From an optimization exercise on the open Yosys and OpenROAD flow, aimed at small area; shortcuts taken in it are not production practice.
In this exercise RTL edits were held to simulation tests only and were not proved equivalent to the original.
No activity file was given, so power comes from the tool's default toggle rates.

## design/flow/constraint.sdc

```tcl
create_clock -name core_clock -period 10.0 [get_ports {clk}]
set_input_delay 2.0000 -clock core_clock [delete_from_list [all_inputs] [get_ports {clk}]]
set_output_delay 2.0000 -clock core_clock [all_outputs]
set_load 0.01 [all_outputs]
```

## design/flow/design.v

```verilog
`timescale 1ns / 1ps
module vga_top(clk, ACL_MISO, ACL_MOSI, ACL_SCLK, ACL_CSN, reset, en, del, switch_input, vga_r, vga_g, vga_b, h_sync, v_sync, LED);
    input clk, reset, en, del;
    input [5:0] switch_input;
    input ACL_MISO;
    output ACL_MOSI, ACL_SCLK, ACL_CSN;
    output [1:0] LED;
    output [3:0] vga_r, vga_g, vga_b;
    output h_sync, v_sync;
    wire ce, ce_fall, ledOn, char, moved;
    wire clean_en, clean_del, en_press, del_press;
    wire [4:0] letter1, letter2, letter3;
    wire [1:0] acl_data;
    clk_divider clkDiv (clk, reset, ce, ce_fall);
    accelerometer_SPI acl(
        .clk(clk),
        .rst(reset),
        .ce(ce),
        .ce_fall(ce_fall),
        .miso(ACL_MISO),
        .sclk(ACL_SCLK),
        .mosi(ACL_MOSI),
        .cs(ACL_CSN),
        .acl_data(acl_data),
        .moved(moved)
    );
    debouncer debEN(clk, reset, en, clean_en, en_press);
    debouncer debDEL(clk, reset, del, clean_del, del_press);
    letter_decoder ltrd(
        .clk(clk),
        .rst(reset),
        .en(en_press),
        .del(del_press),
        .switch_input(switch_input),
        .tilt_input(acl_data),
        .moved(moved),
        .letter1(letter1),
        .letter2(letter2),
        .letter3(letter3)
    );
    vga_controller vga_con(clk, reset, ce, letter1, letter2, letter3, h_sync, v_sync, ledOn, char);
    reg lit_r;
    always @(posedge clk)
        if (reset)
            lit_r <= 1'b0;
        else if (ce)
            lit_r <= char;
    wire lit_b = ledOn & ~lit_r;
    assign vga_r = {4{lit_r}};
    assign vga_g = {4{lit_r}};
    assign vga_b = {4{lit_b}};
    assign LED[1:0] = acl_data[1:0];
endmodule
`timescale 1ns / 1ps
module clk_divider(clk, reset, ce, ce_fall);
    input clk, reset;
    output ce, ce_fall;
    reg cnt;
    reg tog;
    assign ce      = cnt & ~tog;
    assign ce_fall = cnt &  tog;
    always @(posedge clk)
        if (reset) begin
            cnt <= 1'b0;
            tog <= 1'b0;
        end
        else begin
            cnt <= ~cnt;
            if (cnt)
                tog <= ~tog;
        end
endmodule
`timescale 1ns / 1ps
module debouncer(
    input clk,
    input rst,
    input trigger,
    output reg button,
    output pulse
    );
    reg [19:0] lfsr;
    wire at_max = (lfsr == 20'h7FE00);
    wire fb = ~(lfsr[19] ^ lfsr[16]);
    assign pulse = button & at_max;
    always @(posedge clk)
        if (rst) begin
            button <= 1'b0;
            lfsr <= 20'd0;
        end
        else if (trigger) begin
            if (button)
                lfsr <= 20'd0;
            else if (at_max)
                button <= 1'b1;
            else
                lfsr <= {lfsr[18:0], fb};
        end
        else
            button <= 1'b0;
endmodule
`timescale 1ns / 1ps
module letter_decoder (
    input clk,
    input rst,
    input en,                   
    input del,                  
    input [5:0] switch_input,
    input [1:0] tilt_input,
    input moved,
    output reg [4:0] letter1,
    output reg [4:0] letter2,
    output reg [4:0] letter3
    );
    reg [1:0] current_position;
    wire [4:0] letter_buffer = switch_input[5] ? 5'd31 : switch_input[4:0];
    always @(posedge clk)
        if (rst) begin
            letter1 <= 5'd31;
            letter2 <= 5'd31;
            letter3 <= 5'd31;
            current_position <= 2'd0;
        end
        else begin
            if (del) begin
                case (current_position)
                    2'd0: letter1 <= 5'd31;
                    2'd1: letter2 <= 5'd31;
                    2'd2: letter3 <= 5'd31;
                    default: ;
                endcase
            end
            else if (en) begin
                case (current_position)
                    2'd0: letter1 <= letter_buffer;
                    2'd1: letter2 <= letter_buffer;
                    2'd2: letter3 <= letter_buffer;
                    default: ;
                endcase
            end
            if (moved) begin
                if (tilt_input == 2'b01) begin
                    if (current_position != 2'd0)
                        current_position <= current_position - 2'd1;
                end
                else if (tilt_input == 2'b10) begin
                    if (current_position[1] == 1'b0)
                        current_position <= current_position + 2'd1;
                end
            end
        end
endmodule
`timescale 1ns / 1ps
module vga_controller(clk, rst, ce, letter_sel_ONE, letter_sel_TWO, letter_sel_THREE, h_sync, v_sync, led_on, char);
    input clk;
    input rst;
    input ce;
    input wire [4:0] letter_sel_ONE;
    input wire [4:0] letter_sel_TWO;
    input wire [4:0] letter_sel_THREE;
    output h_sync, v_sync, led_on;
    output reg char;
    reg [3:0] wu;    
    reg [3:0] wt;    
    reg [2:0] wh;    
    reg [3:0] hu;    
    reg [5:0] ht;    
    wire wu9  = wu[3] & wu[0];
    wire wt9  = wt[3] & wt[0];
    wire hu9  = hu[3] & hu[0];
    wire hend = ht[5] & ht[4] & ht[2] & hu[2] & ~hu[1] & ~hu[0];    
    wire c_wt = ce & wu9;
    wire c_wh = c_wt & wt9;
    wire c_h  = c_wh & (&wh);                            
    wire c_ht = c_h & hu9;
    always @(posedge clk)
        if (rst) begin
            wu <= 4'd1;
            wt <= 4'd0;
            wh <= 3'd0;
            hu <= 4'd0;
            ht <= 6'd0;
        end
        else begin
            wu <= c_wt ? 4'd0 : wu + {3'd0, ce};
            wt <= c_wh ? 4'd0 : wt + {3'd0, c_wt};
            wh <= wh + {2'd0, c_wh};
            if (c_h && hend) begin
                hu <= 4'd0;
                ht <= 6'd0;
            end
            else begin
                hu <= c_ht ? 4'd0 : hu + {3'd0, c_h};
                ht <= ht + {5'd0, c_ht};
            end
        end
    wire hin   = (ht[5:4] == 2'b01);
    wire wtin  = wt[3] | wt[2] | wt[1];                  
    wire inreg = hin & wtin & ((wh == 3'd2) | (wh == 3'd3) | (wh == 3'd4));
    wire first = (wt == 4'd2) & (wu == 4'd0);
    wire [4:0] sel = (wh == 3'd2 && !first) ? letter_sel_ONE :
                     (wh == 3'd3 && !first) ? letter_sel_TWO : letter_sel_THREE;
    wire [2:0] x = wt[2:0] - 3'd2;
    wire [3:0] y = ht[3:0];
    reg [7:0] row;
    always @(*) begin
        row = 8'b00000000;
        case ({sel, y})
            9'd2: row = 8'b00010000;
            9'd3: row = 8'b00111000;
            9'd4: row = 8'b01101100;
            9'd5: row = 8'b11000110;
            9'd6: row = 8'b11000110;
            9'd7: row = 8'b11111110;
            9'd8: row = 8'b11111110;
            9'd9: row = 8'b11000110;
            9'd10: row = 8'b11000110;
            9'd11: row = 8'b11000110;
            9'd18: row = 8'b11111100;
            9'd19: row = 8'b11111110;
            9'd20: row = 8'b11000110;
            9'd21: row = 8'b11000110;
            9'd22: row = 8'b11111100;
            9'd23: row = 8'b11111100;
            9'd24: row = 8'b11000110;
            9'd25: row = 8'b11000110;
            9'd26: row = 8'b11111110;
            9'd27: row = 8'b11111100;
            9'd34: row = 8'b01111100;
            9'd35: row = 8'b11111110;
            9'd36: row = 8'b11000000;
            9'd37: row = 8'b11000000;
            9'd38: row = 8'b11000000;
            9'd39: row = 8'b11000000;
            9'd40: row = 8'b11000000;
            9'd41: row = 8'b11000000;
            9'd42: row = 8'b11111110;
            9'd43: row = 8'b01111100;
            9'd50: row = 8'b11111100;
            9'd51: row = 8'b11111110;
            9'd52: row = 8'b11000110;
            9'd53: row = 8'b11000110;
            9'd54: row = 8'b11000110;
            9'd55: row = 8'b11000110;
            9'd56: row = 8'b11000110;
            9'd57: row = 8'b11000110;
            9'd58: row = 8'b11111110;
            9'd59: row = 8'b11111100;
            9'd66: row = 8'b11111110;
            9'd67: row = 8'b11111110;
            9'd68: row = 8'b11000000;
            9'd69: row = 8'b11000000;
            9'd70: row = 8'b11111100;
            9'd71: row = 8'b11111100;
            9'd72: row = 8'b11000000;
            9'd73: row = 8'b11000000;
            9'd74: row = 8'b11111110;
            9'd75: row = 8'b11111110;
            9'd82: row = 8'b11111110;
            9'd83: row = 8'b11111110;
            9'd84: row = 8'b11000000;
            9'd85: row = 8'b11000000;
            9'd86: row = 8'b11111100;
            9'd87: row = 8'b11111100;
            9'd88: row = 8'b11000000;
            9'd89: row = 8'b11000000;
            9'd90: row = 8'b11000000;
            9'd91: row = 8'b11000000;
            9'd98: row = 8'b01111100;
            9'd99: row = 8'b11111110;
            9'd100: row = 8'b11000000;
            9'd101: row = 8'b11000000;
            9'd102: row = 8'b11111110;
            9'd103: row = 8'b11111110;
            9'd104: row = 8'b11000110;
            9'd105: row = 8'b11000110;
            9'd106: row = 8'b11111110;
            9'd107: row = 8'b01110110;
            9'd114: row = 8'b11000110;
            9'd115: row = 8'b11000110;
            9'd116: row = 8'b11000110;
            9'd117: row = 8'b11000110;
            9'd118: row = 8'b11111110;
            9'd119: row = 8'b11111110;
            9'd120: row = 8'b11000110;
            9'd121: row = 8'b11000110;
            9'd122: row = 8'b11000110;
            9'd123: row = 8'b11000110;
            9'd130: row = 8'b11111110;
            9'd131: row = 8'b11111110;
            9'd132: row = 8'b00110000;
            9'd133: row = 8'b00110000;
            9'd134: row = 8'b00110000;
            9'd135: row = 8'b00110000;
            9'd136: row = 8'b00110000;
            9'd137: row = 8'b00110000;
            9'd138: row = 8'b11111110;
            9'd139: row = 8'b11111110;
            9'd146: row = 8'b11111110;
            9'd147: row = 8'b11111110;
            9'd148: row = 8'b00011000;
            9'd149: row = 8'b00011000;
            9'd150: row = 8'b00011000;
            9'd151: row = 8'b00011000;
            9'd152: row = 8'b00011000;
            9'd153: row = 8'b00011000;
            9'd154: row = 8'b11111000;
            9'd155: row = 8'b01111000;
            9'd162: row = 8'b11000110;
            9'd163: row = 8'b11001100;
            9'd164: row = 8'b11011000;
            9'd165: row = 8'b11110000;
            9'd166: row = 8'b11100000;
            9'd167: row = 8'b11100000;
            9'd168: row = 8'b11110000;
            9'd169: row = 8'b11011000;
            9'd170: row = 8'b11001100;
            9'd171: row = 8'b11000110;
            9'd178: row = 8'b11000000;
            9'd179: row = 8'b11000000;
            9'd180: row = 8'b11000000;
            9'd181: row = 8'b11000000;
            9'd182: row = 8'b11000000;
            9'd183: row = 8'b11000000;
            9'd184: row = 8'b11000000;
            9'd185: row = 8'b11000000;
            9'd186: row = 8'b11111110;
            9'd187: row = 8'b11111110;
            9'd194: row = 8'b11000110;
            9'd195: row = 8'b11000110;
            9'd196: row = 8'b11101110;
            9'd197: row = 8'b11111110;
            9'd198: row = 8'b11010110;
            9'd199: row = 8'b11000110;
            9'd200: row = 8'b11000110;
            9'd201: row = 8'b11000110;
            9'd202: row = 8'b11000110;
            9'd203: row = 8'b11000110;
            9'd210: row = 8'b11000110;
            9'd211: row = 8'b11000110;
            9'd212: row = 8'b11100110;
            9'd213: row = 8'b11110110;
            9'd214: row = 8'b11111110;
            9'd215: row = 8'b11011110;
            9'd216: row = 8'b11001110;
            9'd217: row = 8'b11000110;
            9'd218: row = 8'b11000110;
            9'd219: row = 8'b11000110;
            9'd226: row = 8'b01111100;
            9'd227: row = 8'b11111110;
            9'd228: row = 8'b11000110;
            9'd229: row = 8'b11000110;
            9'd230: row = 8'b11000110;
            9'd231: row = 8'b11000110;
            9'd232: row = 8'b11000110;
            9'd233: row = 8'b11000110;
            9'd234: row = 8'b11111110;
            9'd235: row = 8'b01111100;
            9'd242: row = 8'b11111100;
            9'd243: row = 8'b11111110;
            9'd244: row = 8'b11000110;
            9'd245: row = 8'b11000110;
            9'd246: row = 8'b11111110;
            9'd247: row = 8'b11111100;
            9'd248: row = 8'b11000000;
            9'd249: row = 8'b11000000;
            9'd250: row = 8'b11000000;
            9'd251: row = 8'b11000000;
            9'd258: row = 8'b11111100;
            9'd259: row = 8'b11111110;
            9'd260: row = 8'b11000110;
            9'd261: row = 8'b11000110;
            9'd262: row = 8'b11000110;
            9'd263: row = 8'b11000110;
            9'd264: row = 8'b11010110;
            9'd265: row = 8'b11111110;
            9'd266: row = 8'b01101100;
            9'd267: row = 8'b00000110;
            9'd274: row = 8'b11111100;
            9'd275: row = 8'b11111110;
            9'd276: row = 8'b11000110;
            9'd277: row = 8'b11000110;
            9'd278: row = 8'b11111110;
            9'd279: row = 8'b11111100;
            9'd280: row = 8'b11011000;
            9'd281: row = 8'b11001100;
            9'd282: row = 8'b11000110;
            9'd283: row = 8'b11000110;
            9'd290: row = 8'b01111100;
            9'd291: row = 8'b11111110;
            9'd292: row = 8'b11000000;
            9'd293: row = 8'b11000000;
            9'd294: row = 8'b11111100;
            9'd295: row = 8'b01111110;
            9'd296: row = 8'b00000110;
            9'd297: row = 8'b00000110;
            9'd298: row = 8'b11111110;
            9'd299: row = 8'b01111100;
            9'd306: row = 8'b11111110;
            9'd307: row = 8'b11111110;
            9'd308: row = 8'b00110000;
            9'd309: row = 8'b00110000;
            9'd310: row = 8'b00110000;
            9'd311: row = 8'b00110000;
            9'd312: row = 8'b00110000;
            9'd313: row = 8'b00110000;
            9'd314: row = 8'b00110000;
            9'd315: row = 8'b00110000;
            9'd322: row = 8'b11000110;
            9'd323: row = 8'b11000110;
            9'd324: row = 8'b11000110;
            9'd325: row = 8'b11000110;
            9'd326: row = 8'b11000110;
            9'd327: row = 8'b11000110;
            9'd328: row = 8'b11000110;
            9'd329: row = 8'b11000110;
            9'd330: row = 8'b11111110;
            9'd331: row = 8'b01111100;
            9'd338: row = 8'b11000110;
            9'd339: row = 8'b11000110;
            9'd340: row = 8'b11000110;
            9'd341: row = 8'b11000110;
            9'd342: row = 8'b11000110;
            9'd343: row = 8'b11000110;
            9'd344: row = 8'b11000110;
            9'd345: row = 8'b01101100;
            9'd346: row = 8'b00111000;
            9'd347: row = 8'b00010000;
            9'd354: row = 8'b11000110;
            9'd355: row = 8'b11000110;
            9'd356: row = 8'b11000110;
            9'd357: row = 8'b11000110;
            9'd358: row = 8'b11000110;
            9'd359: row = 8'b11000110;
            9'd360: row = 8'b11010110;
            9'd361: row = 8'b11111110;
            9'd362: row = 8'b11101110;
            9'd363: row = 8'b11000110;
            9'd370: row = 8'b11000110;
            9'd371: row = 8'b11000110;
            9'd372: row = 8'b01101100;
            9'd373: row = 8'b00111000;
            9'd374: row = 8'b00111000;
            9'd375: row = 8'b00111000;
            9'd376: row = 8'b00111000;
            9'd377: row = 8'b01101100;
            9'd378: row = 8'b11000110;
            9'd379: row = 8'b11000110;
            9'd386: row = 8'b11000110;
            9'd387: row = 8'b11000110;
            9'd388: row = 8'b01101100;
            9'd389: row = 8'b00111000;
            9'd390: row = 8'b00011000;
            9'd391: row = 8'b00011000;
            9'd392: row = 8'b00011000;
            9'd393: row = 8'b00011000;
            9'd394: row = 8'b00011000;
            9'd395: row = 8'b00011000;
            9'd402: row = 8'b11111110;
            9'd403: row = 8'b11111110;
            9'd404: row = 8'b00000110;
            9'd405: row = 8'b00001100;
            9'd406: row = 8'b00011000;
            9'd407: row = 8'b00110000;
            9'd408: row = 8'b01100000;
            9'd409: row = 8'b11000000;
            9'd410: row = 8'b11111110;
            9'd411: row = 8'b11111110;
            default: row = 8'b00000000;
        endcase
    end
    reg q;
    always @(posedge clk)
        if (rst) begin
            q <= 1'b0;
            char <= 1'b0;
        end
        else if (ce) begin
            q <= inreg & row[3'd7 - x];
            char <= q;
        end
    wire col_ge2   = (wh != 3'd0) | (wt != 4'd0) | (wu >= 4'd2);
    wire col_le705 = (wh != 3'd7) | ((wt == 4'd0) & (wu <= 4'd5));
    wire col_le1   = (wh == 3'd0) & (wt == 4'd0) & (wu <= 4'd1);
    wire col_ge53  = (wh != 3'd0) | (wt >= 4'd6) | ((wt == 4'd5) & (wu >= 4'd3));
    wire col_le692 = (wh <= 3'd5) | ((wh == 3'd6) & ((wt <= 4'd8) | (wu <= 4'd2)));
    wire line_ge33  = (ht >= 6'd4) | ((ht == 6'd3) & (hu >= 4'd3));
    wire line_le512 = (ht <= 6'd50) | ((ht == 6'd51) & (hu <= 4'd2));
    wire line_ge1   = (ht != 6'd0) | (hu != 4'd0);
    wire line_le522 = (ht != 6'd52) | (hu <= 4'd2);
    wire line_le523 = (ht != 6'd52) | (hu <= 4'd3);
    assign led_on = col_ge53 & col_le692 & line_ge33 & line_le512;
    assign h_sync = col_ge2 & col_le705;
    assign v_sync = col_le1 ? (line_ge1 & line_le523) : line_le522;
endmodule
`timescale 1ns / 1ps
module accelerometer_SPI(
    input clk,
    input rst,
    input ce,
    input ce_fall,
    input miso,
    output sclk,
    output mosi,
    output cs,
    output reg [1:0] acl_data,
    output reg moved            
    );
    localparam [17:0] CNT_RESET = 18'd217;       
    localparam [17:0] CNT_LAST  = 18'd224577;    
    localparam [17:0] CNT_LOOP  = 18'd184318;    
    reg [17:0] cnt;
    always @(posedge clk)
        if (rst)
            cnt <= CNT_RESET;
        else if (ce && cnt == CNT_LAST)
            cnt <= CNT_LOOP;
        else
            cnt <= cnt + {17'd0, ce};
    assign cs = ~((cnt >= 18'd24219 && cnt <= 18'd24314) ||
                  (cnt >= 18'd184320 && cnt <= 18'd184574));
    assign sclk = ~cs & (cnt[1] ^ cnt[0]);
    wire [15:0] slot = cnt[17:2];
    assign mosi = (slot == 16'd6059) | (slot == 16'd6061) | (slot == 16'd6065) |
                  (slot == 16'd6067) | (slot == 16'd6068) | (slot == 16'd6070) |
                  (slot == 16'd6077) |
                  (slot == 16'd46084) | (slot == 16'd46086) | (slot == 16'd46087) |
                  (slot == 16'd46092) | (slot == 16'd46093) | (slot == 16'd46094);
    reg y7, sgn, big;
    wire cap = ce && (cnt[17:8] == 10'd720) && (cnt[1:0] == 2'd2);
    wire [5:0] k = cnt[7:2];
    always @(posedge clk)
        if (cap) begin
            if (k == 6'd32) y7 <= miso;
            if (k == 6'd44) sgn <= miso;
            if (k == 6'd45) big <= miso ^ sgn;
            if (k == 6'd46) big <= big | (miso ^ sgn);
            if (k == 6'd47) big <= big | ((miso ^ sgn) & (y7 ^ sgn));
        end
    wire latch = ce_fall && (cnt == 18'd184576);
    wire [1:0] tilt = big ? (sgn ? 2'b10 : 2'b01) : 2'b00;
    always @(posedge clk)
        if (rst) begin
            acl_data <= 2'b00;
            moved <= 1'b0;
        end
        else begin
            moved <= latch && (tilt != acl_data);
            if (latch)
                acl_data <= tilt;
        end
endmodule
```

## design/flow/standard.sh

```bash
#!/bin/bash
# synth_recipe.tcl (not shown) runs the flow's synth.tcl, then flattens the netlist and writes it again
# the make line also repeats each setting of config.mk as NAME=value (left out here)
make -C /OpenROAD-flow-scripts/flow DESIGN_CONFIG=/design/flow/config.mk WORK_HOME=/design/flow/orfs CLKGATE_MAP_FILE= SYNTH_SCRIPT=/design/flow/synth_recipe.tcl "${@:-finish}"
```

## design/flow/flow/mk_techmap.py

```python
# Writes a Yosys techmap file that replaces each combinational cell of a
# liberty file by its logic function: mk_techmap.py LIB OUT.v
import re,sys
lib=open(sys.argv[1]).read()
out=[]
for m in re.finditer(r'\n\s*cell\s*\(\s*"?(sky130_fd_sc_hd__\w+)"?\s*\)\s*\{',lib):
    name=m.group(1); start=m.end()
    # find cell body by brace matching
    d=1;i=start
    while d>0:
        if lib[i]=='{': d+=1
        elif lib[i]=='}': d-=1
        i+=1
    body=lib[start:i]
    if re.search(r'\b(ff|latch|statetable)\s*\(',body) or 'three_state' in body: continue
    pins=[]; funcs={}
    for pm in re.finditer(r'\n\s*pin\s*\(\s*"?(\w+)"?\s*\)\s*\{',body):
        pn=pm.group(1); s=pm.end(); dd=1; j=s
        while dd>0:
            if body[j]=='{': dd+=1
            elif body[j]=='}': dd-=1
            j+=1
        pb=body[s:j]
        dirm=re.search(r'direction\s*:\s*"?(\w+)"?',pb)
        fm=re.search(r'\bfunction\s*:\s*"([^"]*)"',pb)
        pins.append((pn,dirm.group(1) if dirm else None))
        if fm: funcs[pn]=fm.group(1)
    outs=[p for p,d in pins if d=='output']
    if not outs or any(o not in funcs for o in outs): continue
    ins=[p for p,d in pins if d=='input']
    L=[f"module {name}({', '.join(ins+outs)});"]
    for p in ins: L.append(f"  input {p};")
    for p in outs:
        f=funcs[p].replace('!','~')
        f=re.sub(r'\)\s*\(',') & (',f)
        L.append(f"  output {p};\n  assign {p} = {f};")
    L.append("endmodule")
    out.append("\n".join(L))
open(sys.argv[2],'w').write("\n\n".join(out)+"\n")
print(len(out), 'combinational cells mapped to logic')
```

## design/flow/flow/resyn_safe.abc

```
strash
&get -n
&deepsyn -T @DEEP_S@ -S @SEED@
&st
&dch
&nf -R 1000
&put
topo
stime -c
```

## design/flow/config.mk

```make
export PLATFORM = sky130hd
export DESIGN_NAME = vga_top
export DESIGN_NICKNAME = vga_top
export VERILOG_FILES = /design/flow/design.v
export SDC_FILE = /design/flow/constraint.sdc
export NUM_CORES = 4
export LEC_CHECK = 0
export CAP_MARGIN = 20
export CORE_MARGIN = 2
export CORE_UTILIZATION = 40
export SLEW_MARGIN = 20
```

## design/flow/flow/resyn.abc

```
strash
&get -n
&deepsyn -T @DEEP_S@ -S @SEED@
&st
&dch
&nf -R 1000
&put
mfs3 -a
topo
stime -c
```

## design/flow/flow/run.sh

```bash
#!/bin/bash
# Own layout flow: the standard synthesis; then the combinational logic
# of that netlist is synthesised again with stronger ABC scripts (deepsyn,
# a few seeds in parallel, the smallest result kept), keeping every register
# cell as it is; then the standard layout from the new netlist, with a
# lighter clock tree and port buffers. Each tool's output goes to a log of
# its own here.
set -euo pipefail
W=$(cd "$(dirname "$0")/.." && pwd)
F=$W/flow
cd "$W"
R=$W/orfs/results/${FLOW_PLATFORM:-sky130hd}/vga_top/base
YOSYS=$(command -v yosys || echo "$FLOW_HOME/../tools/install/yosys/bin/yosys")
LIB=$FLOW_HOME/platforms/sky130hd/lib/sky130_fd_sc_hd__tt_025C_1v80.lib
DEEP_S=${DEEP_S:-600}
SEEDS=${SEEDS:-"1 2 3 4"}

bash standard.sh synth > "$W/synth.log" 2>&1
cp "$R/1_2_yosys.v" "$W/1_2_yosys.std.v"

python3 "$F/mk_techmap.py" "$LIB" "$W/comb_map.v" > "$W/techmap.log" 2>&1 || true
printf 'set_driving_cell sky130_fd_sc_hd__buf_1\nset_load 5\n' > "$W/abc.constr"

# resyn SEED SCRIPT: writes $W/resyn_SEED.v and $W/resyn_SEED.area
resyn() {
  local s=$1 script=$2
  sed -e "s/@DEEP_S@/$DEEP_S/" -e "s/@SEED@/$s/" "$F/$script" > "$W/resyn_$s.abc"
  "$YOSYS" -l "$W/resyn_$s.log" -p "
    read_liberty -lib $LIB
    read_verilog $W/1_2_yosys.std.v
    hierarchy -top $FLOW_TOP
    techmap -map $W/comb_map.v
    techmap
    opt -purge
    abc -script $W/resyn_$s.abc -liberty $LIB -dont_use *probe* -dont_use *lpflow* -constr $W/abc.constr -D 10000
    opt_clean -purge
    hilomap -singleton -hicell sky130_fd_sc_hd__conb_1 HI -locell sky130_fd_sc_hd__conb_1 LO
    insbuf -buf sky130_fd_sc_hd__buf_1 A X
    write_verilog -noattr -nohex -nodec $W/resyn_$s.v
    tee -o $W/resyn_$s.stat stat -liberty $LIB
  " > /dev/null 2>&1 || return 0
  grep -E "Chip area" "$W/resyn_$s.stat" | awk '{print $NF}' > "$W/resyn_$s.area" || true
}
if [[ -s $W/comb_map.v ]]; then
  for s in $SEEDS; do
    ( resyn "$s" resyn.abc; [[ -s $W/resyn_$s.area ]] || resyn "$s" resyn_safe.abc ) &
  done
  wait
fi

# keep a new netlist only if it has the same register cells, by name and type
regs() { grep -oE '^\s*sky130_fd_sc_hd__[a-z]*df[a-z]*_[0-9]+\s+\S+' "$1" | awk '{print $1, $2}' | sort; }
regs "$W/1_2_yosys.std.v" > "$W/regs.std"
best=""; best_area=""
for s in $SEEDS; do
  [[ -s $W/resyn_$s.area && -s $W/resyn_$s.v ]] || continue
  regs "$W/resyn_$s.v" > "$W/regs.$s"
  if [[ -s $W/regs.std ]] && cmp -s "$W/regs.std" "$W/regs.$s"; then
    a=$(cat "$W/resyn_$s.area")
    if [[ -z $best ]] || python3 -c "import sys; sys.exit(0 if float('$a') < float('$best_area') else 1)"; then
      best=$s; best_area=$a
    fi
  fi
done
if [[ -n $best ]]; then
  cp "$W/resyn_$best.v" "$R/1_2_yosys.v"
  echo "using the re-synthesised netlist of seed $best (area $best_area)" > "$W/resyn.choice"
else
  echo "using the standard netlist" > "$W/resyn.choice"
fi
rm -f "$R/1_synth.odb" "$R/1_synth.sdc"

# clock tree of clkbuf_8 without dummy loads; port buffers of buf_1
bash standard.sh \
  "CTS_ARGS=-sink_clustering_enable -repair_clock_nets -dont_use_dummy_load -buf_list sky130_fd_sc_hd__clkbuf_8 -root_buf sky130_fd_sc_hd__clkbuf_8 -tree_buf sky130_fd_sc_hd__clkbuf_8 -sink_clustering_buffer sky130_fd_sc_hd__clkbuf_8" \
  "BUFFER_PORTS_ARGS=-buffer_cell sky130_fd_sc_hd__buf_1" \
  finish > "$W/layout.log" 2>&1
```

==> results of run 1 <==
==> area by class of cell <==
type	count	area, um2
repair buffers	37	170
clock buffers	9	124
well taps	172	215
inverters	15	56.3
flip-flops and latches	109	2210
fillers	1273	6980
multi-input cells	493	2810
==> path summary, 6_finish.rpt <==
check	from	to	slack, ps
worst max-delay path	vga_con.ht[2]$_SDFF_PP0_	vga_b[2]	5250
worst max register to register	vga_con.wt[2]$_SDFF_PP0_	vga_con.q$_SDFFE_PP0P_	5530
worst min register to register	clkDiv.tog$_SDFFE_PP0P_	clkDiv.tog$_SDFFE_PP0P_	470
worst min-delay path	clkDiv.tog$_SDFFE_PP0P_	clkDiv.tog$_SDFFE_PP0P_	470
==> critical path, cell delays in order (launching register included) <==
cell and delay (ps):
dfxtp_1 690, clkinv_1 430, nand2_1 340, clkinv_1 170, o21ai_0 130, o21ai_0 130, nor3_1 310, buf_1 190
==> state kept, by name, indices dropped and copies added, names as in the netlist, 2 cells and up <==
name	cells
acl.acl_data	2
vga_con.hu	4
ltrd.letter3	5
vga_con.wh	3
debDEL.lfsr	20
vga_con.wt	4
ltrd.current_position	2
debEN.lfsr	20
vga_con.wu	4
vga_con.ht	6
ltrd.letter2	5
ltrd.letter1	5
acl.cnt	18
==> power by group <==
part	internal [W]	leakage [nW]	switching [W]
Sequential	0.000440	0.884	0.00000524
Clock	0.0000812	0.0647	0.000133
Combinational	0.0000121	0.969	0.0000234
==> cell usage in the layout (no fill, tap or decap), types with 2 or more instances in the layout <==
cell type    n
nand2_1     56
or2_0        2
a31oi_1     13
nor4_1      14
nor2_1      93
o21a_1       6
buf_4        8
nand2b_1     8
and3_1       7
or3_1        8
o22ai_1      2
nor4b_1      3
nor4b_2      2
o21ai_0     46
a32o_1       3
a22o_1      42
edfxtp_1     3
nand4_1     12
o22a_1       3
clkinv_1    15
clkbuf_8     9
a21o_1       5
a32oi_1      3
dfxtp_1    106
a41o_1       2
buf_1       28
nor2b_1      8
a22oi_1      3
nor3_1      33
nand3b_1     2
nand3_1     14
or4_1        3
xnor2_1      8
o32a_1       2
o2111ai_1    2
o211ai_1     7
a21oi_1     52
a211oi_1     7
and2_0       6
==> stage by stage <==
stage	std cells	setup WS [ps]	cell area (um2)	hold slack [ps]
floorplan	629	5950	5110	418
global placement	826	5620	5470	432
detailed placement	826	5640	5470	460
CTS	835	5220	5590	484
global route	835	4930	5590	496
finish	835	5250	5590	474
==> routing by layer <==
| metal | vias up | track usage | part of all wire |
|---|---|---|---|
| met3 | 31 | 0.0371 | 0.050 |
| met1 | 2274 | 0.255 | 0.48 |
| li1 | 2446 | - | - |
| met5 | - | 0 | 0 |
| met4 | 0 | 0.0941 | 0.023 |
| met2 | 143 | 0.307 | 0.45 |
==> results by group, run 1 <==
Run status
  – Status: timing/DRC/antenna clean

Detailed routing
  – Router iterations before antenna repair: 6
  – DR iter-0 viols: 407
  – Drt wl/cell: approximately 15 um
  – DR DRC count: 0
  – Routed WL: 12.7 mm
  – Vias per std cell: 5.86
  – ANT nets after route: 0
  – Vias: 4894

Placed design
  – Post-DP HPWL: approximately 9.2 mm
  – Routability congestion estimate: 0.943
  – Port bufs: 29

Flow run
  – Number of max-cap violations: 0

Finish
  – Layout cell share with drive strength beyond 1: 0.0302
  – Layout overhead on the synthesized area: 9.32%
  – Final net count: approximately 680
  – Antenna cells: 0
  – Post-Route Utilization: 0.445

CTS
  – Postcts setup bufs: 0
  – Clock root cell: clkbuf_8
  – Worst-path clk slew: ~80 ps
  – H-Tree Depth: 3
  – CTS tree: done
  – CTS Buffer Depth: 2
  – Post-CTS Hold Buffers: 0
  – Clock latency on the worst-skew pair: 390 ps
  – Clk sink count: approximately 110
  – Cts repair resizes: 0
  – CTS Buf Count: 9

STA
  – Minimum clock period: 4750 ps
  – Fmax achieved: about 0.21 GHz
  – Fin crit share: 0.475
  – Final TNS setup: 0 ps
  – Worst relative slew slack: 0.390
  – Setup-failing EPs final: 0
  – Final Hold Violating Endpoints: 0
  – Slew Limit Fails: 0
  – Clk_skew: 21.8 ps
  – Worst slew pin tran: 906 ps
  – RSZ-0062 raised after global routing: false

Die
  – Rows: 41
  – Initial Util: 0.407
  – Io pins: 30
  – DIE HEIGHT: 117 um
  – Die X: around 120 um
  – Die area: around 14000 um2
  – Total core area: around 13000 um2

Critical path
  – Critical Path AT: 2750 ps
  – Worst Reg-to-Reg Cells: 20
  – CP Launch Type: register
  – Required time of the critical path: 8000 ps
  – WS Path Type: reg2out
  – CP max FO: 17
  – CP Capture Type: output port

Power and ir drop
  – Worst IR Drop VDD: 0.0943 mV
  – Pwr dens: ~120 nW/um2
  – Overall power: 0.000695 W
  – Leak pwr: approximately 1.9 nW

Global routing
  – Vias in the first global route: 4455
  – Pin count of the biggest net entering global routing: between 40 and 50
  – Initial antenna violation count: 0
  – First-pass GRT wire length: roughly 21 mm
  – Total GRT Usage: 0.194
  – Gr ovfl total: 0

Hold path
  – Hold depth: 1
  – Hold crit path type: reg2reg

Logic synthesis
  – Syn Inst Count: 629
  – Ys Warns: 6
  – Post-Syn Nets: 640
  – Cell area after synthesis: 5110 um2
  – Post-Syn Area per Cell: around 8.1 um2
==> inputs of run 2 (changes only) <==
--- a/design/flow/flow/run.sh
+++ b/design/flow/flow/run.sh
@@ -1,7 +1,7 @@
 #!/bin/bash
 # Own layout flow: the standard synthesis; then the combinational logic
-# of that netlist is synthesised again with stronger ABC scripts (deepsyn,
-# a few seeds in parallel, the smallest result kept), keeping every register
+# of that netlist is synthesised again with stronger ABC scripts (deepsyn
+# with a dozen seeds, NUM_CORES at a time, the smallest result kept), keeping every register
 # cell as it is; then the standard layout from the new netlist, with a
 # lighter clock tree and port buffers. Each tool's output goes to a log of
 # its own here.
@@ -12,8 +12,9 @@
 R=$W/orfs/results/${FLOW_PLATFORM:-sky130hd}/vga_top/base
 YOSYS=$(command -v yosys || echo "$FLOW_HOME/../tools/install/yosys/bin/yosys")
 LIB=$FLOW_HOME/platforms/sky130hd/lib/sky130_fd_sc_hd__tt_025C_1v80.lib
-DEEP_S=${DEEP_S:-600}
-SEEDS=${SEEDS:-"1 2 3 4"}
+DEEP_S=${DEEP_S:-400}
+SEEDS=${SEEDS:-"1 2 3 4 5 6 7 8 9 10 11 12"}
+JOBS=${NUM_CORES:-4}
 
 bash standard.sh synth > "$W/synth.log" 2>&1
 cp "$R/1_2_yosys.v" "$W/1_2_yosys.std.v"
@@ -43,6 +44,7 @@
 }
 if [[ -s $W/comb_map.v ]]; then
   for s in $SEEDS; do
+    while (( $(jobs -rp | wc -l) >= JOBS )); do wait -n || true; done
     ( resyn "$s" resyn.abc; [[ -s $W/resyn_$s.area ]] || resyn "$s" resyn_safe.abc ) &
   done
   wait
==> run 2 against run 1 <==
  * Worst hold slack did not move
  * Clock power barely moved
  * Sequential power barely moved
  * Power did not move
  * Worst setup slack did not move
  * Sequential share of layout area did not move
  * Highest routed layer unchanged
==> results by group, run 2 <==
Run status
  – Status: timing/DRC/antenna clean

Logic synthesis
  – Cell area after synthesis: approximately 5100 um2
  – Post-Syn Area per Cell: slightly above 8 um2
  – Ys Warns: 6
  – Post-Syn Nets: 640
  – Syn Inst Count: 629

Power and ir drop
  – Int Pwr: roughly 0.00053 W
  – Clk pwr share: 0.309
  – Combinational share of power: 0.051
  – Reg power frac: 0.640
  – Leak pwr: 1.92 nW
  – NetSw: 0.000162 W
  – Pwr dens: 124 nW/um2
  – Worst IR Drop VDD: 0.0943 mV
  – Sw Share: 0.233

Die
  – Initial Util: 0.407
  – Total core area: between 10000 and 15000 um2
  – Die X: 117 um
  – Rows: 41
  – Die area: between 10000 and 15000 um2
  – Io pins: 30
  – DIE HEIGHT: 117 um

Global routing
  – Vias in the first global route: 4455
  – Total GRT Usage: 0.194
  – First-pass GRT wire length: 21.1 mm
  – Initial antenna violation count: 0
  – Gr ovfl total: 0
  – Pin count of the biggest net entering global routing: 42

STA
  – Fin crit share: 0.475
  – Clk_skew: 21.8 ps
  – Slew Limit Fails: 0
  – Worst relative slew slack: 0.390
  – Minimum clock period: roughly 4700 ps
  – Final TNS setup: 0 ps
  – RSZ-0062 raised after global routing: false
  – Worst slew pin tran: 906 ps
  – Fmax achieved: roughly 0.21 GHz
  – Setup-failing EPs final: 0
  – Final Hold Violating Endpoints: 0
  – Hold slack: 474 ps

Finish
  – Layout overhead on the synthesized area: 9.32%
  – Post-Route Utilization: 0.445
  – Multi-input gate area: 2810 um2
  – Fillers: 1273
  – FF/Latch Area: 2210 um2
  – Final net count: 676
  – Layout cell share with drive strength beyond 1: 0.0302
  – Commonest non-fill, non-tap cell in the layout: dfxtp_1
  – Commonest non-fill, non-tap cells in the layout: dfxtp_1, nor2_1, nand2_1
  – Antenna cells: 0
  – Largest regs: debDEL.lfsr: 20 flops, debEN.lfsr: 20 flops, acl.cnt: 18 flops

Detailed routing
  – Vias: approximately 4900
  – Drt wl/cell: roughly 15 um
  – Routed WL: 12.7 mm
  – DR iter-0 viols: 407
  – DR DRC count: 0
  – Router iterations before antenna repair: 6
  – ANT nets after route: 0
  – Vias per std cell: 5.86

Critical path
  – Crit-path slowest cell: dfxtp_1
  – CP Launch Type: register
  – CP Capture Type: output port
  – Required time of the critical path: 8000 ps
  – Cell Chain, Critical Path: clkinv_1, nand2_1, clkinv_1, o21ai_0, o21ai_0, nor3_1, buf_1
  – WS Path Type: reg2out
  – CP peak stage delay: 690 ps
  – CP max FO: 17
  – Critical Path AT: 2750 ps

Placed design
  – Routability congestion estimate: 0.943
  – Port bufs: 29
  – Post-DP HPWL: between 9 and 10 mm

Flow run
  – Number of max-cap violations: 0

CTS
  – Clk sink count: ~110
  – CTS tree: done
  – CTS Buf Count: 9
  – CTS Buffer Depth: 2
  – Clock latency on the worst-skew pair: between 300 and 400 ps
  – Clock root cell: clkbuf_8
  – Cts repair resizes: 0
  – H-Tree Depth: 3
  – Worst-path clk slew: 80 ps
  – Post-CTS Hold Buffers: 0
  – Postcts setup bufs: 0

Hold path
  – Hold crit path type: reg2reg
[run 2: through the flow]
stage	std cells	total power, W	setup WS (ps)	cell area (um2)
global placement	826	0.000490	5620	5470
global route	835	0.000721	4930	5590
CTS	835	0.000704	5220	5590
floorplan	629	0.000476	5950	5110
finish	835	0.000695	5250	5590
detailed placement	826	0.000491	5640	5470
[run 2: worst max-delay path, delay by kind of cell, from the launching register on]
family | cells | cell delay [ps]
buffers and inverters | 3 | 790
flip-flops | 1 | 690
AND/OR/NAND/NOR | 2 | 650
AO/OA/AOI/OAI | 2 | 260
[run 2: worst paths after layout]
kind	cells past startpoint	slack, ps	to	from
hold reg to reg	1	470	clkDiv.tog$_SDFFE_PP0P_	clkDiv.tog$_SDFFE_PP0P_
setup / recovery	7	5250	vga_b[2]	vga_con.ht[2]$_SDFF_PP0_
setup reg to reg	20	5530	vga_con.q$_SDFFE_PP0P_	vga_con.wt[2]$_SDFF_PP0_
hold / removal	1	470	clkDiv.tog$_SDFFE_PP0P_	clkDiv.tog$_SDFFE_PP0P_
[run 2: layout make-up]
cell class / instances / share of cell area
clock buffer: 9 / 0.0222
inverter: 15 / 0.0101
multi-input combinational: 493 / 0.503
sequential: 109 / 0.396
tap: 172 / 0.0385
timing repair buffer: 37 / 0.0304
[run 2: routing by layer]
metal / wire [um] / vias to the layer above / GRT usage
li1: - / 2446 / -
met1: 6050 / 2274 / 0.255
met2: 5730 / 143 / 0.307
met3: 640 / 31 / 0.0371
met4: 290 / 0 / 0.0941
met5: 0 / - / 0
[run 2: power groups by stage]
stage          Clock [W]  Combinational, W  Sequential, W
2_1_floorplan          0         0.0000224       0.000453
3_3_place_gp           0         0.0000350       0.000455
3_5_place_dp           0         0.0000359       0.000455
4_1_cts         0.000224         0.0000360       0.000445
5_1_grt         0.000235         0.0000401       0.000446
6_report        0.000215         0.0000355       0.000445
==> inputs of run 3 (changes only) <==
--- a/design/flow/design.v
+++ b/design/flow/design.v
@@ -196,7 +196,7 @@
     wire hin   = (ht[5:4] == 2'b01);
     wire wtin  = wt[3] | wt[2] | wt[1];                  
     wire inreg = hin & wtin & ((wh == 3'd2) | (wh == 3'd3) | (wh == 3'd4));
-    wire first = (wt == 4'd2) & (wu == 4'd0);
+    wire first = wt[1] & ~wt[0] & ~wt[2] & ~(wu[3] | wu[2] | wu[1] | wu[0]);    
     wire [4:0] sel = (wh == 3'd2 && !first) ? letter_sel_ONE :
                      (wh == 3'd3 && !first) ? letter_sel_TWO : letter_sel_THREE;
     wire [2:0] x = wt[2:0] - 3'd2;
@@ -478,16 +478,23 @@
             q <= inreg & row[3'd7 - x];
             char <= q;
         end
-    wire col_ge2   = (wh != 3'd0) | (wt != 4'd0) | (wu >= 4'd2);
-    wire col_le705 = (wh != 3'd7) | ((wt == 4'd0) & (wu <= 4'd5));
-    wire col_le1   = (wh == 3'd0) & (wt == 4'd0) & (wu <= 4'd1);
-    wire col_ge53  = (wh != 3'd0) | (wt >= 4'd6) | ((wt == 4'd5) & (wu >= 4'd3));
-    wire col_le692 = (wh <= 3'd5) | ((wh == 3'd6) & ((wt <= 4'd8) | (wu <= 4'd2)));
-    wire line_ge33  = (ht >= 6'd4) | ((ht == 6'd3) & (hu >= 4'd3));
-    wire line_le512 = (ht <= 6'd50) | ((ht == 6'd51) & (hu <= 4'd2));
-    wire line_ge1   = (ht != 6'd0) | (hu != 4'd0);
-    wire line_le522 = (ht != 6'd52) | (hu <= 4'd2);
-    wire line_le523 = (ht != 6'd52) | (hu <= 4'd3);
+    wire wh0 = ~(wh[2] | wh[1] | wh[0]);
+    wire wt0 = ~(wt[3] | wt[2] | wt[1] | wt[0]);
+    wire col_ge2   = ~wh0 | ~wt0 | wu[3] | wu[2] | wu[1];
+    wire col_le705 = ~(&wh) | (wt0 & ~(wu[3] | (wu[2] & wu[1])));
+    wire col_le1   = wh0 & wt0 & ~(wu[3] | wu[2] | wu[1]);
+    wire col_ge53  = ~wh0 | wt[3] | (wt[2] & wt[1]) |
+                     (wt[2] & ~wt[1] & wt[0] & (wu[3] | wu[2] | (wu[1] & wu[0])));
+    wire col_le692 = ~(wh[2] & wh[1]) | (~wh[0] & (~(wt[3] & wt[0]) | ~(wu[3] | wu[2] | (wu[1] & wu[0]))));
+    wire ht_ge4 = ht[5] | ht[4] | ht[3] | ht[2];
+    wire ht_3   = ~ht_ge4 & ht[1] & ht[0];
+    wire ht_52  = ht[5] & ht[4] & ht[2];
+    wire ht_51  = ht[5] & ht[4] & ht[1] & ht[0];
+    wire line_ge33  = ht_ge4 | (ht_3 & (hu[3] | hu[2] | (hu[1] & hu[0])));
+    wire line_le512 = ~(ht_52 | ht_51) | (ht_51 & ~(hu[3] | hu[2] | (hu[1] & hu[0])));
+    wire line_ge1   = ht[5] | ht[4] | ht[3] | ht[2] | ht[1] | ht[0] | hu[3] | hu[2] | hu[1] | hu[0];
+    wire line_le522 = ~ht_52 | ~(hu[3] | hu[2] | (hu[1] & hu[0]));
+    wire line_le523 = ~ht_52 | ~(hu[3] | hu[2]);
     assign led_on = col_ge53 & col_le692 & line_ge33 & line_le512;
     assign h_sync = col_ge2 & col_le705;
     assign v_sync = col_le1 ? (line_ge1 & line_le523) : line_le522;
==> run 3 against run 2 <==
  * Still clean on timing, DRC and antenna
  * Cell count is 0.96% lower
  * Routed wire length is 6.7% higher
  * Clock skew is 7.9 ps higher
  * Sequential share of layout area is 0.17 points lower
  * Critical path type is now reg2reg
  * Critical endpoint is now vga_con.q$_SDFFE_PP0P_
  * Largest cell class unchanged
==> results by group, run 3 <==
Run status
  – Status: timing/DRC/antenna clean

CTS
  – Cts repair resizes: 0
  – Post-CTS Hold Buffers: 0
  – Worst-path clk slew: 100 ps
  – Postcts setup bufs: 0
  – CTS Buffer Depth: 2
  – Clk sink count: 109
  – CTS tree: done
  – H-Tree Depth: 3
  – Clock latency on the worst-skew pair: just under 400 ps
  – CTS Buf Count: 9
  – Clock root cell: clkbuf_8

Detailed routing
  – ANT nets after route: 0
  – Vias per std cell: 5.91
  – DR iter-0 viols: 365
  – Drt wl/cell: 16.4 um
  – Router iterations before antenna repair: 5
  – DR DRC count: 0
  – Vias: 4890
  – Routed WL: 13.6 mm

STA
  – Fmax achieved: 0.190 GHz
  – Minimum clock period: roughly 5300 ps
  – Slew Limit Fails: 0
  – RSZ-0062 raised after global routing: false
  – Final worst slack: 4730 ps
  – Worst relative slew slack: 0.464
  – Setup-failing EPs final: 0
  – Final TNS setup: 0 ps
  – Final Hold Violating Endpoints: 0
  – Clk_skew: 29.7 ps
  – Fin crit share: 0.527
  – Hold slack: 482 ps
  – Worst slew pin tran: 796 ps

Placed design
  – Routability congestion estimate: between 0.9 and 1
  – Dpl ws: 4820 ps
  – Post-DP HPWL: 9.78 mm
  – Placed cells: 818
  – Port bufs: 29

Global routing
  – Total GRT Usage: 0.198
  – Initial antenna violation count: 0
  – Gr ovfl total: 0
  – Gr busiest metal: met2
  – First-pass GRT wire length: 22.4 mm
  – Grt met1 use: 0.256
  – Met2 Usage GRT: 0.315
  – Pin count of the biggest net entering global routing: 42
  – Vias in the first global route: roughly 4600
  – GR Util met3: 0.0491

Die
  – Die area: 13800 um2
  – Total core area: 12600 um2
  – Rows: between 40 and 50
  – DIE HEIGHT: approximately 120 um
  – Initial Util: 0.409
  – Io pins: 30
  – Die X: between 100 and 150 um

Critical path
  – Required time of the critical path: 10310 ps
  – CP max FO: 14
  – CP Capture Type: register
  – Register-to-register setup slack: 4730 ps
  – Worst Reg-to-Reg Cells: 20
  – CP Launch Type: register
  – WS Path Type: reg2reg
  – R2r startpoint: vga_con.wu[1]$_SDFF_PP0_
  – Critical Path AT: 5570 ps
  – R2r endpoint: vga_con.q$_SDFFE_PP0P_

Power and ir drop
  – Worst IR Drop VDD: 0.0695 mV
  – NetSw: 0.000169 W
  – Leak pwr: 1.89 nW
  – Combinational share of power: 0.052
  – Reg power frac: 0.638
  – Int Pwr: approximately 0.00054 W
  – Overall power: ~0.00071 W
  – Sw Share: 0.240
  – Clk pwr share: 0.310
  – Pwr dens: 126 nW/um2

Logic synthesis
  – Ys Warns: 6
  – Post-Syn Area per Cell: 8.27 um2
  – Cell area after synthesis: about 5100 um2
  – Post-Syn Nets: 632
  – Syn Inst Count: 621

Hold path
  – Hold depth: 1
  – Endpoint, Worst Hold: clkDiv.cnt$_SDFF_PP0_
  – Hold crit path type: reg2reg
  – Hold path start: clkDiv.cnt$_SDFF_PP0_

Finish
  – Layout cell share with drive strength beyond 1: 0.0305
  – Final net count: 668
  – Layout Cells excl Fill: around 830
  – Layout overhead on the synthesized area: 9.28%
  – Antenna cells: 0
  – Commonest non-fill, non-tap cell in the layout: dfxtp_1
  – Largest regs: debDEL.lfsr: 20 flops, debEN.lfsr: 20 flops, acl.cnt: 18 flops
  – Commonest non-fill, non-tap cells in the layout: dfxtp_1, nor2_1, a21oi_1

Flow run
  – Number of max-cap violations: 0
[run 3: cell types whose count changed in the layout (fill, tap and decap cells not counted), sizes merged, moves of 6 or more]
cell and change:
nand2b +6, o21ai -10, a21oi +7, or3 -6
nand2 -8, nor2 -14, and3 +8, or2 +6
nor4 -8
[run 3: how the worst max path moves through the flow]
stage | from | to | slack, ps | depth (start not counted)
global route | vga_con.wt[0]$_SDFF_PP0_ | vga_con.q$_SDFFE_PP0P_ | 4220 | 19
CTS | vga_con.wu[1]$_SDFF_PP0_ | vga_con.q$_SDFFE_PP0P_ | 4790 | 20
finish | vga_con.wu[1]$_SDFF_PP0_ | vga_con.q$_SDFFE_PP0P_ | 4730 | 20
floorplan | vga_con.wu[1]$_SDFF_PP0_ | vga_con.q$_SDFFE_PP0P_ | 5690 | 20
detailed placement | vga_con.wt[0]$_SDFF_PP0_ | vga_con.q$_SDFFE_PP0P_ | 4820 | 19
global placement | vga_con.wt[0]$_SDFF_PP0_ | vga_con.q$_SDFFE_PP0P_ | 5000 | 19
[run 3: routing by layer]
layer / part of all wire / vias to the layer above
li1: - / 2398
met1: 0.45 / 2285
met2: 0.47 / 163
met3: 0.051 / 44
met4: 0.030 / 0
met5: 0 / -
[run 3: layout make-up]
| class | instances | area [um2] |
|---|---|---|
| fillers | 1261 | 6960 |
| multi-input cells | 485 | 2840 |
| flip-flops and latches | 109 | 2210 |
| well taps | 172 | 215 |
| repair buffers | 37 | 170 |
| clock buffers | 9 | 124 |
| inverters | 15 | 56.3 |
[run 3: power groups by stage]
stage	registers, W	logic [W]	clock network, W
after global placement	0.000459	0.0000360	0
after floorplan	0.000457	0.0000231	0
after detailed placement	0.000460	0.0000364	0
after global routing	0.000451	0.0000418	0.000244
final	0.000450	0.0000366	0.000219
after CTS	0.000450	0.0000366	0.000225
[run 3: metrics by stage]
stage           util  cell area, um2
2_1_floorplan      -            5140
3_3_place_gp   0.437            5490
3_5_place_dp   0.437            5490
4_1_cts        0.447            5610
5_1_grt        0.447            5610
6_report       0.447            5610
[run 3: worst max-delay path, stage by stage, from the launching register on]
cell	delay [ps]
dfxtp_1	400
or2_0	170
nor2_1	80
a21boi_0	640
nand2b_1	240
o22a_1	230
o21a_1	280
clkinv_1	210
nor2_1	90
a221oi_1	480
and3_1	250
nor2_1	60
nor2_1	210
o31ai_1	160
a21oi_1	270
a21oi_1	120
a311o_1	330
a311oi_1	300
nor3_1	90
a2111oi_0	370
a32o_1	220

## afterwards: timing with drivers on the ports
No port has a modelled driver above. Below, the same layouts with a new extraction and two added sets of constraints.
Step 1 assumes that a clkbuf_16 drives the clock port and a buf_2 every other input.
Step 2 also shifts input and output timing later by t, the mid clock arrival at the registers, as if the neighbouring blocks saw the same clock.
Three values: ideal, step 1, step 2; two values: the first two.
run | t, ns | setup WS [ns] | worst data-port slew with drivers (ns) | pins driven straight from the clock port
run 1 | 0.407 | 5.254 / 5.220 / 5.535 | 0.04 | 1
run 2 | 0.407 | 5.254 / 5.220 / 5.535 | 0.04 | 1
run 3 | 0.412 | 4.734 / 4.734 / 4.734 | 0.03 | 1
After both steps setup and hold are still met in every run listed.
